What follows belongs to an exercise in optimizing a design on an open flow for small area, a short achievable clock period and few clock cycles; a production flow would make more cautious choices.
In this exercise RTL edits were held to simulation tests only and were not proved equivalent to the original.

## the baseline
// ControladorRedimensionamento
module ControladorRedimensionamento #(
    parameter LARGURA_ORIG = 320,
    parameter ALTURA_ORIG  = 240,
    parameter MAX_LARGURA  = 640,
    parameter MAX_ALTURA   = 480
)(
    input  wire        clk,
    input  wire        rst,
    input  wire        start,
    input  wire [1:0]  algoritmo,
    input  wire [1:0]  zoom_select,
    input  wire [7:0]  pixel_in,
    input  wire [7:0]  red_pixel,
    input  wire [8:0]  janela_x_inicio,
    input  wire [7:0]  janela_y_inicio,
    input  wire [10:0] janela_largura,
    input  wire [9:0]  janela_altura,
    output reg  [16:0] rom_addr,
    output reg  [16:0] ram_addr,
    output reg  [7:0]  pixel_out,
    output reg         wren,
    output reg         done
);
For scale: roughly 1800 cells after synthesis, about 220 flip-flops, about 110 I/O pins.
Settings: LEC_CHECK=0, ABC_AREA=1, CAP_MARGIN=20, CORE_MARGIN=2, CORE_UTILIZATION=40, CTS_BUF_LIST=sky130_fd_sc_hd__clkbuf_16, CTS_CLUSTER_DIAMETER=100, CTS_CLUSTER_SIZE=20, SLEW_MARGIN=20; clock period 85.0 ns.
standard.sh (not shown) runs the stock make flow with config.mk's settings and CLKGATE_MAP_FILE= SYNTH_SCRIPT=/design/flow/synth_recipe.tcl, a recipe that flattens the netlist after the stock synthesis.
==> flow/flow/run.sh <==
#!/bin/bash
# Layout flow: the standard ORFS flow (standard.sh, all steps), except
# that the buffers buffer_ports puts on every input and output port are
# sky130_fd_sc_hd__buf_1 cells. The make output goes to standard_flow.log;
# ORFS keeps each step's own log under orfs/logs/.
set -euo pipefail
cd "$(dirname "${BASH_SOURCE[0]}")/.."
export BUFFER_PORTS_ARGS="-buffer_cell sky130_fd_sc_hd__buf_1"
bash standard.sh > standard_flow.log 2>&1
Testbench counts of the baseline, summed over its fixed seeds: cycles 327,894.
## Diff of input files: the candidate against the baseline
diff --git a/flow/design.v b/flow/design.v
--- a/flow/design.v
+++ b/flow/design.v
@@ -116,22 +116,24 @@
     localparam S_IDLE = 2'd0, S_NR = 2'd1, S_DRAIN = 2'd2, S_DA = 2'd3;
     reg [1:0] estado;
     wire in_da = (estado == S_DA);
     wire is_nr  = ~p_alg[0];           
     wire is_rep = ~p_alg[1];           
     wire is_avg = p_alg[1];            
-    reg [9:0] r_xa, r_ya, r_xr, r_yr;
-    reg       r_dxy, r_dj;
-    reg [9:0] n_xa, n_ya, n_xr, n_yr;
-    reg       n_dxy, n_dj;
-    wire [9:0] c_xa = is_rep ? r_xa : n_xa;
-    wire [9:0] c_ya = is_rep ? r_ya : n_ya;
-    wire [9:0] c_xr = is_rep ? r_xr : n_xr;
-    wire [9:0] c_yr = is_rep ? r_yr : n_yr;
-    wire       c_dxy = is_rep ? r_dxy : n_dxy;
-    wire       c_dj = is_rep ? r_dj : n_dj;
+    reg [9:0] a_xa, a_ya, a_xr, a_yr;
+    reg       a_dxy, a_dj;
+    reg [9:0] b_xa, b_ya, b_xr, b_yr;
+    reg       b_dxy, b_dj;
+    reg       a_nn, b_v;
+    wire [9:0] c_xa = a_xa;
+    wire [9:0] c_ya = a_ya;
+    wire [9:0] c_xr = a_xr;
+    wire [9:0] c_yr = a_yr;
+    wire       c_dxy = a_dxy;
+    wire       c_dj = a_dj;
+    wire       swap = (estado == S_IDLE) & st_r & is_nr & (a_nn == is_rep);
     wire [9:0] xa_off, ya_off;
     wire       ge_x, ge_y, lim_x, lim_y;
     rc_add #(10) u_xoff (.a(c_xa), .b(~offx), .ci(1'b1), .s(xa_off), .co(ge_x));
     rc_add #(10) u_yoff (.a(c_ya), .b(~offy), .ci(1'b1), .s(ya_off), .co(ge_y));
     rc_ge  #(10) u_xlim (.a(xa_off), .b(lfx), .ge(lim_x));
     rc_ge  #(10) u_ylim (.a(ya_off), .b(lfy), .ge(lim_y));
@@ -224,40 +226,41 @@
     mul_acc u_mul (.a(mul_a), .b(lfx), .c(mul_c), .y(maddr));
     always @(posedge clk or posedge rst) begin
         if (rst) begin
             estado <= S_IDLE;
             done <= 1'b0;
             wren <= 1'b0;
-            r_xa <= 0; r_ya <= 0; r_xr <= 0; r_yr <= 0;
-            r_dxy <= 0; r_dj <= 0;
-            n_xa <= 0; n_ya <= 0; n_xr <= 0; n_yr <= 0;
-            n_dxy <= 0; n_dj <= 0;
+            a_xa <= 0; a_ya <= 0; a_xr <= 0; a_yr <= 0;
+            a_dxy <= 0; a_dj <= 0;
+            a_nn <= 1'b0;
+            b_v <= 1'b0;
         end else begin
             done <= 1'b0;
             case (estado)
                 S_IDLE: begin
                     wren <= 1'b0;
+                    if (swap) begin
+                        a_xa <= b_xa & {10{b_v}}; a_ya <= b_ya & {10{b_v}};
+                        a_xr <= b_xr & {10{b_v}}; a_yr <= b_yr & {10{b_v}};
+                        a_dxy <= b_dxy & b_v; a_dj <= b_dj & b_v;
+                        a_nn <= ~a_nn;
+                        b_v <= 1'b1;
+                    end
                     if (st_r) begin
                         if (is_nr)
                             estado <= S_NR;
                         else if (p_k == 2'd0)
                             done <= 1'b1;           
                         else
                             estado <= S_DA;
                     end
                 end
                 S_NR: begin
-                    if (is_rep) begin
-                        r_xa <= ax; r_ya <= ay;
-                        r_dxy <= s_dxy; r_dj <= s_dj;
-                        r_xr <= s_xr; r_yr <= s_yr;
-                    end else begin
-                        n_xa <= ax; n_ya <= ay;
-                        n_dxy <= s_dxy; n_dj <= s_dj;
-                        n_xr <= s_xr; n_yr <= s_yr;
-                    end
+                    a_xa <= ax; a_ya <= ay;
+                    a_dxy <= s_dxy; a_dj <= s_dj;
+                    a_xr <= s_xr; a_yr <= s_yr;
                     wren <= dW;
                     if (g_last) estado <= S_DRAIN;
                 end
                 S_DRAIN: begin
                     wren <= dW;
                     done <= 1'b1;
@@ -284,12 +287,16 @@
             t1v_n = 1'b1;
             t1l_n = r_lastb;
             if (r_final) rdone_n = 1'b1;
         end
     end
     always @(posedge clk) begin
+        if (swap) begin
+            b_xa <= a_xa; b_ya <= a_ya; b_xr <= a_xr; b_yr <= a_yr;
+            b_dxy <= a_dxy; b_dj <= a_dj;
+        end
         ram_addr  <= (in_da & ~w_dec) ? maddr : dA;
         pixel_out <= in_da ? (is_avg ? avg : rp) : pixel_in;
         dW  <= 1'b0;
         t3l <= 1'b0;
         t1e <= bx_last;
         t2e <= t1e;
[summary]
Share of the synthesized area in compound gates (AO/OA/AOI/OAI): the baseline vs the candidate, no meaningful difference
Looking at flip-flop and latch share of the layout cell area across the candidate and the baseline, the one that comes out lower is the baseline.
Via total after detailed routing, the candidate vs the baseline: down by a little under 10%
From the baseline to the candidate the numbers moved as follows: share of the cycle needed by the critical path after routing did not really move, proportion of synthesized area in mux cells decreased 1.5 points, setup slack decreased 0.014 ns.
From the baseline to the candidate, number of buffers between clock root and the deepest sink did not move at all.
Looking at wire length across both flows, the candidate is the stronger of the two, with the baseline trailing.
The candidate ended with more fraction of final layout cells sized beyond drive strength 1 than the baseline.
Mean number of vias per cell for the candidate is higher than for the baseline.
In the candidate relative to the baseline, number of inverters outside the clock class in the layout had gone down by a few percent.
Testbench counts of the candidate, summed over its fixed seeds: cycles 327,894.

---

Another version of the RTL of ControladorRedimensionamento (not shown whole).
For scale: about 1500 cells after synthesis, roughly 110 I/O pins, ~15000 sq um of cells after synthesis.
Settings: LEC_CHECK=0, ABC_AREA=1, CAP_MARGIN=20, CORE_MARGIN=2, CORE_UTILIZATION=40, CTS_BUF_LIST=sky130_fd_sc_hd__clkbuf_16, CTS_CLUSTER_DIAMETER=100, CTS_CLUSTER_SIZE=20, SLEW_MARGIN=20; clock period 85.0 ns.
Scripts as last shown in full above: flow/flow/run.sh
The starting point produced a clean layout.
Testbench counts at the start, summed over its fixed seeds: cycles 327,894.
Edit:
--- a/flow/design.v
+++ b/flow/design.v
@@ -217,13 +217,13 @@
     wire       slow   = p_h[7];
     wire       w_dec  = t3v & t3l;
     wire       r_ok   = ~rdone & ~(slow & (t1l | t2l));
     wire       w_lastop = rdone & ~t1v & ~t2v;
     wire [11:0] sum;
     wire        nc10;
-    rc_add #(12) u_sum (.a(acc), .b({4'd0, rp}), .ci(1'b0), .s(sum), .co(nc10));
+    rc_add #(12) u_sum (.a(acc), .b({4'd0, rp & {8{t3v}}}), .ci(1'b0), .s(sum), .co(nc10));
     wire [7:0]  avg = k2 ? sum[11:4] : sum[9:2];
     wire [9:0] mul_a = in_da ? yrow : c_yr;
     wire [9:0] mul_c = in_da ? xcol : c_xr;
     wire [16:0] maddr;
     mul_acc u_mul (.a(mul_a), .b(lfx), .c(mul_c), .y(maddr));
     always @(posedge clk or posedge rst) begin
@@ -272,20 +272,19 @@
             endcase
         end
     end
     reg [11:0] acc_n;
     reg        rdone_n, t1v_n, t1l_n;
     always @* begin
-        acc_n   = t3v ? (t3l ? 12'd0 : sum) : acc;
-        rdone_n = rdone;
+        acc_n   = t3l ? 12'd0 : sum;
+        rdone_n = rdone | (~w_dec & r_ok & r_final);
         t1v_n   = 1'b0;
         t1l_n   = 1'b0;
         if (!w_dec && r_ok) begin
             t1v_n = 1'b1;
             t1l_n = r_lastb;
-            if (r_final) rdone_n = 1'b1;
         end
     end
     always @(posedge clk) begin
         if (swap) begin
             b_xa <= a_xa; b_ya <= a_ya; b_xr <= a_xr; b_yr <= a_yr;
             b_dxy <= a_dxy; b_dj <= a_dj;
After rerunning: Via count fell by 1.2%. Critical path depth is unchanged. Count of clock-buffer cells in the layout fell by 1. Utilization fell by 0.11 points.
Testbench counts after the change, summed over its fixed seeds: cycles 327,894.

-- what the ideal ports hide --
Ports are ideal in the flow. The routed layouts listed here were re-timed in OpenROAD.
Step 1 (the two cells are an assumption about what drives the block):
set clk [get_ports {clk}]
set_driving_cell -lib_cell sky130_fd_sc_hd__clkbuf_16 $clk
set_driving_cell -lib_cell sky130_fd_sc_hd__buf_2 [delete_from_list [all_inputs] $clk]
Step 2 moves the port delays by t, midway between the first and last clock arrival at a register: inputs arrive t later, outputs are due t later. That takes back most of the time a late clock gives input paths.
a / b / c = no drivers / after step 1 / after step 2; a / b = the first two.
| run | shift t [ns] | slack for setup (ns) | worst setup path at the end | worst data-port slew with drivers (ns) | cell pins on the clock port's net |
|---|---|---|---|---|---|
| the baseline | 0.551 | 66.918 / 66.866 / 66.804 | input, reset recovery | 0.04 | 1 |
| the candidate | 0.540 | 66.904 / 66.853 / 67.234 | input, reset recovery | 0.05 | 1 |
| the first run of note 2 | 0.542 | 66.883 / 66.833 / 67.376 | register to output | 0.05 | 1 |
| the second run of note 2 | 0.536 | 66.939 / 66.890 / 67.426 | register to output | 0.04 | 1 |
After both steps every run listed still meets setup and hold. For the baseline, which loses most, drivers alone change the setup slack by -0.052 ns; drivers and shift together by -0.114 ns. Setup slack includes reset recovery checks.
